This design comes from an exercise in tuning for small area, a short achievable clock period and few clock cycles per item on the open sky130 flow, not from production work.
At most, simulation tests tie the RTL to the original design; equivalence was not proved.

## middle
Design SQRTLOG, start of the top module:
module SQRTLOG #(parameter NBITS = 20, M = 10, N = 10)
              (input logic clock, reset,
               input logic [1:0] op,
               input logic [NBITS-1:0] data_in,
               output logic done,
               output logic [NBITS-1:0] data_out);
  logic [16:0] w;
  logic [9:0]  f;
  logic [4:0]  ext;
  logic [16:0] r;
  assign f   = w[9:0];
  assign ext = w[14:10];
  assign r   = w;
  logic [1:0]  pr;      
  logic [1:0]  opr;     
  logic [3:0]  cnt;     
  logic [19:0] n16, n8, n4, n2, n1;
  logic [4:0]  lz;
  always_comb begin
    lz[4] = ~|data_in[19:4];
    n16   = lz[4] ? {data_in[3:0], 16'd0} : data_in;
    lz[3] = ~|n16[19:12];
    n8    = lz[3] ? {n16[11:0], 8'd0} : n16;
    lz[2] = ~|n8[19:16];
    n4    = lz[2] ? {n8[15:0], 4'd0} : n8;
    lz[1] = ~|n4[19:18];
    n2    = lz[1] ? {n4[17:0], 2'd0} : n4;
    lz[0] = ~n2[19];
    n1    = lz[0] ? {n2[18:0], 1'b0} : n2;
  end
  logic [9:0] f0;
  assign f0 = n1[18:9];                         
  logic [4:0] lzp;
  always_comb begin
    lzp = 5'd31;
    for (int i = 0; i < 20; i++)
      if (data_in[i]) lzp = 5'(19 - i);
  end
  logic [24:0] a0;
  logic [13:0] t308, t710;
  logic [14:0] te;
  always_comb begin
    case (lzp)
  ...
For scale: about 1200 cells after synthesis, ~45 flip-flops, about 45 I/O pins, ~0.0086 mm^2 of cells after synthesis.
export LEC_CHECK = 0
export CAP_MARGIN = 20
export CORE_MARGIN = 2
export CORE_UTILIZATION = 40
export SETUP_SLACK_MARGIN = 3.5
export SLEW_MARGIN = 20
create_clock -name core_clock -period 8.0 [get_ports {clock}]
run.sh (not shown) runs the stock make flow with config.mk's settings and CLKGATE_MAP_FILE= SYNTH_SCRIPT=/design/flow/synth_recipe.tcl, a recipe that flattens the netlist after the stock synthesis.
Testbench counts of middle, summed over its fixed seeds: cycles 17,952, ops 1,920.
What south does differently from middle at the input level:
--- a/flow/design.v
+++ b/flow/design.v
@@ -320,18 +320,21 @@
   assign t62 = (t35 & t16) | (t35 & t34) | (t16 & t34);
   assign t63 = t37 ^ t18 ^ t36;
   assign t64 = (t37 & t18) | (t37 & t36) | (t18 & t36);
   assign t65 = t39 ^ t20 ^ t38;
   assign t66 = (t39 & t20) | (t39 & t38) | (t20 & t38);
   assign t67 = t41 ^ f[8] ^ t40;
   assign t68 = (t41 & f[8]) | (t41 & t40) | (f[8] & t40);
   assign t69 = f[6] ^ (f[7] & f[9]) ^ t42;
   assign t70 = (f[6] & (f[7] & f[9])) | (f[6] & t42) | ((f[7] & f[9]) & t42);
   assign t71 = f[7] ^ (f[8] & f[9]) ^ f[9];
   assign t72 = (f[7] & (f[8] & f[9])) | (f[7] & f[9]) | ((f[8] & f[9]) & f[9]);
   logic [20:0] ra, rb;
-  logic [21:0] sum;
   assign ra = {f[9], f[8], t71, t69, t67, t65, t63, t61, t59, t57, t55, t53, t51, t49, t47, t45, t43, (f[0] & f[2]), (f[0] & f[1]), 1'b0, f[0]};
   assign rb = {1'b0, t72, t70, t68, t66, t64, t62, t60, t58, t56, t54, t52, t50, t48, t46, t44, f[2], 1'b0, f[1], 1'b0, 1'b0};
-  assign sum = ra + rb;
-  assign s = sum[21:10];
+  logic [10:0] lo;
+  logic [11:0] hi0, hi1;
+  assign lo  = {1'b0, ra[9:0]} + {1'b0, rb[9:0]};
+  assign hi0 = {1'b0, ra[20:10]} + {1'b0, rb[20:10]};
+  assign hi1 = {1'b0, ra[20:10]} + {1'b0, rb[20:10]} + 12'd1;
+  assign s   = lo[10] ? hi1 : hi0;
 endmodule
- [compare] base=middle new=south: wire length fell by 0.73%, final critical-path required period rose by 0.13 ns, floorplan die area fell by about 0.6%, total nets after synthesis fell by 24.
Function not checked in south: the RTL went through the layout flow alone.

========
SQRTLOG, a different RTL version from the one above (not shown whole).
Size: ~45 flip-flops, ~8200 sq um of cells after synthesis.
Design SQRTLOG, start of the top module:
module SQRTLOG #(parameter NBITS = 20, M = 10, N = 10)
              (input logic clock, reset,
               input logic [1:0] op,
               input logic [NBITS-1:0] data_in,
               output logic done,
               output logic [NBITS-1:0] data_out);
==> module SQRTLOG, before the edit <==
module SQRTLOG #(parameter NBITS = 20, M = 10, N = 10)
              (input logic clock, reset,
               input logic [1:0] op,
               input logic [NBITS-1:0] data_in,
               output logic done,
               output logic [NBITS-1:0] data_out);
  logic [16:0] w;
  logic [9:0]  f;
  logic [4:0]  ext;
  logic [16:0] r;
  assign f   = w[9:0];
  assign ext = w[14:10];
  assign r   = w;
  logic [1:0]  pr;      
  logic [1:0]  opr;     
  logic [3:0]  cnt;     
  logic [19:0] n16, n8, n4, n2, n1;
  logic [4:0]  lz;
  always_comb begin
    lz[4] = ~|data_in[19:4];
    n16   = lz[4] ? {data_in[3:0], 16'd0} : data_in;
    lz[3] = ~|n16[19:12];
    n8    = lz[3] ? {n16[11:0], 8'd0} : n16;
    lz[2] = ~|n8[19:16];
    n4    = lz[2] ? {n8[15:0], 4'd0} : n8;
    lz[1] = ~|n4[19:18];
    n2    = lz[1] ? {n4[17:0], 2'd0} : n4;
    lz[0] = ~n2[19];
    n1    = lz[0] ? {n2[18:0], 1'b0} : n2;
  end
  logic [9:0] f0;
  assign f0 = n1[18:9];                         
  logic [4:0] lzp;
  always_comb begin
    lzp = 5'd31;
    for (int i = 0; i < 20; i++)
      if (data_in[i]) lzp = 5'(19 - i);
  end
  logic [24:0] a0;
  logic [13:0] t308, t710;
  always_comb begin
    case (lzp)
      5'd0: begin t308 = 14'h0ad4; t710 = 14'h18f6; end
      5'd1: begin t308 = 14'h09a0; t710 = 14'h1630; end
      5'd2: begin t308 = 14'h086c; t710 = 14'h136a; end
      5'd3: begin t308 = 14'h0738; t710 = 14'h10a4; end
      5'd4: begin t308 = 14'h0604; t710 = 14'h0dde; end
      5'd5: begin t308 = 14'h04d0; t710 = 14'h0b18; end
      5'd6: begin t308 = 14'h039c; t710 = 14'h0852; end
      5'd7: begin t308 = 14'h0268; t710 = 14'h058c; end
      5'd8: begin t308 = 14'h0134; t710 = 14'h02c6; end
      5'd9: begin t308 = 14'h0000; t710 = 14'h0000; end
      5'd10: begin t308 = 14'h3ecc; t710 = 14'h3d3a; end
      5'd11: begin t308 = 14'h3d98; t710 = 14'h3a74; end
      5'd12: begin t308 = 14'h3c64; t710 = 14'h37ae; end
      5'd13: begin t308 = 14'h3b30; t710 = 14'h34e8; end
      5'd14: begin t308 = 14'h39fc; t710 = 14'h3222; end
      5'd15: begin t308 = 14'h38c8; t710 = 14'h2f5c; end
      5'd16: begin t308 = 14'h3794; t710 = 14'h2c96; end
      5'd17: begin t308 = 14'h3660; t710 = 14'h29d0; end
      5'd18: begin t308 = 14'h352c; t710 = 14'h270a; end
      5'd19: begin t308 = 14'h33f8; t710 = 14'h2444; end
      default: begin t308 = 'x; t710 = 'x; end
    endcase
    case (op)
      2'd2:    a0 = {{11{t308[13]}}, t308};
      2'd3:    a0 = {{11{t710[13]}}, t710};
      default: a0 = {15'($signed(6'sd9 - $signed({1'b0, lzp}))), 10'd0};
    endcase
  end
  logic [21:0] dx;
  logic [3:0]  top4, cur2;
  logic [1:0]  pr0;
  logic [3:0]  cnt_sq0;
  logic [16:0] r0;
  logic [19:0] q0;
  logic        nz;
  assign dx = {data_in, 2'b00};                 
  always_comb begin
    top4 = '0; pr0 = '0; cnt_sq0 = 4'd3;
    for (int k = 0; k < 10; k++)
      if (data_in[2*k+1 -: 2] != 2'b00) begin
        top4    = dx[2*k+3 -: 4];
        pr0     = (k >= 2) ? dx[2*k-1 -: 2] : 2'b00;
        cnt_sq0 = 4'(3 + k);
      end
  end
  assign nz   = |data_in;
  assign cur2 = {top4[3:2] - 2'd1, top4[1:0]};
  always_comb begin
    if (!nz) begin
      r0 = '0; q0 = '0;
    end else if (cur2 >= 4'd5) begin
      r0 = {13'd0, cur2 - 4'd5}; q0 = 20'd3;
    end else begin
      r0 = {13'd0, cur2}; q0 = 20'd2;
    end
  end
  logic [16:0] rn;
  logic        qb;
  assign rn = {r[14:0], pr} + {data_out[14:0] ^ {15{~r[16]}}, 2'b11};
  assign qb = ~rn[16];
  logic [1:0] prn;
  always_comb begin
    prn = 2'b00;
    for (int j = 5; j < 15; j++)
      if (cnt == 4'(j + 1)) prn = data_in[2*j-9 -: 2];
  end
  logic [11:0] s;
  logic        b;
  logic [9:0]  fn;
  sqstep u_sq (.f(f), .s(s));
  assign b  = s[11] | s[10];
  assign fn = b ? {s[11], s[9:1]} : s[9:0];
  logic [24:0] acc, a2, a2k, an;
  logic [9:0]  kk;
  logic [10:0] c;
  logic [10:10] ic;
  assign kk  = (opr == 2'd2) ? 10'd308 : (opr == 2'd3) ? 10'd710 : 10'd0;
  assign acc = {ext, data_out};
  assign a2  = {acc[23:0], 1'b0};
  always_comb begin
    c[0] = 1'b0;
    for (int i = 0; i < 10; i++) begin
      a2k[i] = a2[i] ^ kk[i] ^ c[i];
      c[i+1] = kk[i] ? (a2[i] | c[i]) : (a2[i] & c[i]);
    end
    ic[10] = c[10] | (opr == 2'd1);
    for (int i = 10; i < 25; i++)
      a2k[i] = a2[i] ^ (ic[10] & (&(a2[24:10] | (15'h7fff << (i - 10)))));
  end
  assign an = b ? a2k : a2;
  always_ff @(posedge clock) begin
    if (reset) begin
      done <= (op != 2'd0) && (f0 == 10'd0);
      pr   <= pr0;
      opr  <= op;
      if (op == 2'd0) begin
        w        <= r0;
        data_out <= q0;
        cnt      <= cnt_sq0;
      end else begin
        w        <= {2'b00, a0[24:20], f0};
        data_out <= a0[19:0];
        cnt      <= 4'd9;
      end
    end else begin
      cnt <= cnt - 4'd1;
      pr  <= prn;
      if (opr == 2'd0)
        w <= rn;
      else
        w <= {2'b00, an[24:20], fn};
      if (!done) begin
        if (cnt == 4'd0) done <= 1'b1;
        if (opr == 2'd0)
          data_out <= {data_out[18:0], qb};
        else if (cnt == 4'd0)
          data_out <= {{5{an[24]}}, an[24:10]};
        else
          data_out <= an[19:0];
      end
    end
  end
endmodule
==> flow/config.mk <==
export PLATFORM = sky130hd
export DESIGN_NAME = SQRTLOG
export DESIGN_NICKNAME = SQRTLOG
export VERILOG_FILES = /design/flow/design.v
export SDC_FILE = /design/flow/constraint.sdc
export NUM_CORES = 4
export LEC_CHECK = 0
export CAP_MARGIN = 20
export CORE_MARGIN = 2
export CORE_UTILIZATION = 40
export SETUP_SLACK_MARGIN = 3
export SLEW_MARGIN = 20
==> flow/constraint.sdc <==
create_clock -name core_clock -period 8.0 [get_ports {clock}]
set_input_delay 1.6000 -clock core_clock [delete_from_list [all_inputs] [get_ports {clock}]]
set_output_delay 1.6000 -clock core_clock [all_outputs]
set_load 0.01 [all_outputs]
==> next run, changes <==
--- a/flow/design.v
+++ b/flow/design.v
@@ -8,13 +8,13 @@
   logic [9:0]  f;
   logic [4:0]  ext;
   logic [16:0] r;
   assign f   = w[9:0];
   assign ext = w[14:10];
   assign r   = w;
-  logic [1:0]  pr;      
+  logic [3:0]  pr;      
   logic [1:0]  opr;     
   logic [3:0]  cnt;     
   logic [19:0] n16, n8, n4, n2, n1;
   logic [4:0]  lz;
   always_comb begin
     lz[4] = ~|data_in[19:4];
@@ -65,49 +65,63 @@
     case (op)
       2'd2:    a0 = {{11{t308[13]}}, t308};
       2'd3:    a0 = {{11{t710[13]}}, t710};
       default: a0 = {15'($signed(6'sd9 - $signed({1'b0, lzp}))), 10'd0};
     endcase
   end
-  logic [21:0] dx;
-  logic [3:0]  top4, cur2;
-  logic [1:0]  pr0;
+  logic [25:0] dx;
+  logic [7:0]  win;
+  logic        kodd;
+  logic [3:0]  cur2;
+  logic [3:0]  pr0;
   logic [3:0]  cnt_sq0;
   logic [16:0] r0;
   logic [19:0] q0;
   logic        nz;
-  assign dx = {data_in, 2'b00};                 
+  assign dx = {data_in, 6'b00};                 
   always_comb begin
-    top4 = '0; pr0 = '0; cnt_sq0 = 4'd3;
+    win = '0; kodd = 1'b0; cnt_sq0 = 4'd1;
     for (int k = 0; k < 10; k++)
       if (data_in[2*k+1 -: 2] != 2'b00) begin
-        top4    = dx[2*k+3 -: 4];
-        pr0     = (k >= 2) ? dx[2*k-1 -: 2] : 2'b00;
-        cnt_sq0 = 4'(3 + k);
+        win     = dx[2*k+7 -: 8];                 
+        kodd    = k[0];
+        cnt_sq0 = 4'((k + 2 + k % 2) / 2);
       end
   end
   assign nz   = |data_in;
-  assign cur2 = {top4[3:2] - 2'd1, top4[1:0]};
+  assign cur2 = {win[7:6] - 2'd1, win[5:4]};
+  assign pr0  = kodd ? win[5:2] : win[3:0];
   always_comb begin
     if (!nz) begin
       r0 = '0; q0 = '0;
+    end else if (kodd) begin
+      r0 = {15'd0, win[7:6] - 2'd1}; q0 = 20'd1;
     end else if (cur2 >= 4'd5) begin
       r0 = {13'd0, cur2 - 4'd5}; q0 = 20'd3;
     end else begin
       r0 = {13'd0, cur2}; q0 = 20'd2;
     end
   end
-  logic [16:0] rn;
-  logic        qb;
-  assign rn = {r[14:0], pr} + {data_out[14:0] ^ {15{~r[16]}}, 2'b11};
-  assign qb = ~rn[16];
-  logic [1:0] prn;
-  always_comb begin
-    prn = 2'b00;
-    for (int j = 5; j < 15; j++)
-      if (cnt == 4'(j + 1)) prn = data_in[2*j-9 -: 2];
+  function automatic logic [16:0] nrstep(input logic [16:0] rr, input logic [1:0] pair,
+                                         input logic [14:0] q);
+    nrstep = {rr[14:0], pair} + {q ^ {15{~rr[16]}}, 2'b11};
+  endfunction
+  logic [16:0] r1, r2;
+  logic        qb1, qb2;
+  assign r1  = nrstep(r, pr[3:2], data_out[14:0]);
+  assign qb1 = ~r1[16];
+  assign r2  = nrstep(r1, pr[1:0], {data_out[13:0], qb1});
+  assign qb2 = ~r2[16];
+  logic [3:0] prn;
+  always_comb begin
+    prn = 4'b0000;
+    for (int c = 1; c < 8; c++)
+      if (cnt == 4'(c)) begin
+        if (2*c - 1 >= 5) prn[3:2] = data_in[2*(2*c-1)-9 -: 2];
+        if (2*c - 2 >= 5) prn[1:0] = data_in[2*(2*c-2)-9 -: 2];
+      end
   end
   logic [11:0] s;
   logic        b;
   logic [9:0]  fn;
   sqstep u_sq (.f(f), .s(s));
   assign b  = s[11] | s[10];
@@ -145,19 +159,19 @@
         cnt      <= 4'd9;
       end
     end else begin
       cnt <= cnt - 4'd1;
       pr  <= prn;
       if (opr == 2'd0)
-        w <= rn;
+        w <= r2;
       else
         w <= {2'b00, an[24:20], fn};
       if (!done) begin
         if (cnt == 4'd0) done <= 1'b1;
         if (opr == 2'd0)
-          data_out <= {data_out[18:0], qb};
+          data_out <= {data_out[17:0], qb1, qb2};
         else if (cnt == 4'd0)
           data_out <= {{5{an[24]}}, an[24:10]};
         else
           data_out <= an[19:0];
       end
     end
Result:
- The new run finished with timing, DRC and antenna clean
- routed wire length goes up by 4.6%
- first-iteration DRC count rises by 23%
- cell count rises by 9.7%
- setup slack gets worse by 0.33 ns
- core utilization went up by 1.1 points
- worst hold slack gets better by 0.022 ns
- count of clock-buffer cells in the layout does not change
- global-route usage drops by 1.3 points
- flip-flop and latch count increases by 2
- synthesized area came out higher by 8.9%
- non-clock buffer count increases by 28
- cell area rises by 11%
No run of this note included a check of the RTL's function; only the layout flow was run.

## afterwards: timing with drivers on the ports
The results above use ideal ports. As a check the final layouts listed here were re-extracted and re-timed, cells and wires unchanged.
Step 1, drivers: a clkbuf_16 drives clock and a buf_2 each remaining input, both assumed.
Step 2 also shifts input and output timing later by t, the mid clock arrival at the registers, as if the neighbouring blocks saw the same clock.
Slacks: no drivers / after step 1 / after step 2; pairs: no drivers / after step 1.
run | shift t [ns] | setup WS [ns] | worst setup path after step 2 | slew at the worst register clock pin (ns) | worst data-port slew with drivers (ns)
middle | 0.338 | 3.675 / 3.680 / 3.358 | input to register | 0.07 / 0.07 | 0.03
south | 0.336 | 3.550 / 3.550 / 3.267 | input to register | 0.07 / 0.07 | 0.03
the first run of note 2 | 0.337 | 3.083 / 3.083 / 2.813 | input to register | 0.07 / 0.07 | 0.04
the second run of note 2 | 0.339 | 2.755 / 2.755 / 2.755 | register to register | 0.07 / 0.07 | 0.03
After both steps setup and hold are still met in every run listed. The setup slack of middle, which loses most, moves by +0.005 ns with the drivers and by -0.317 ns with both steps.
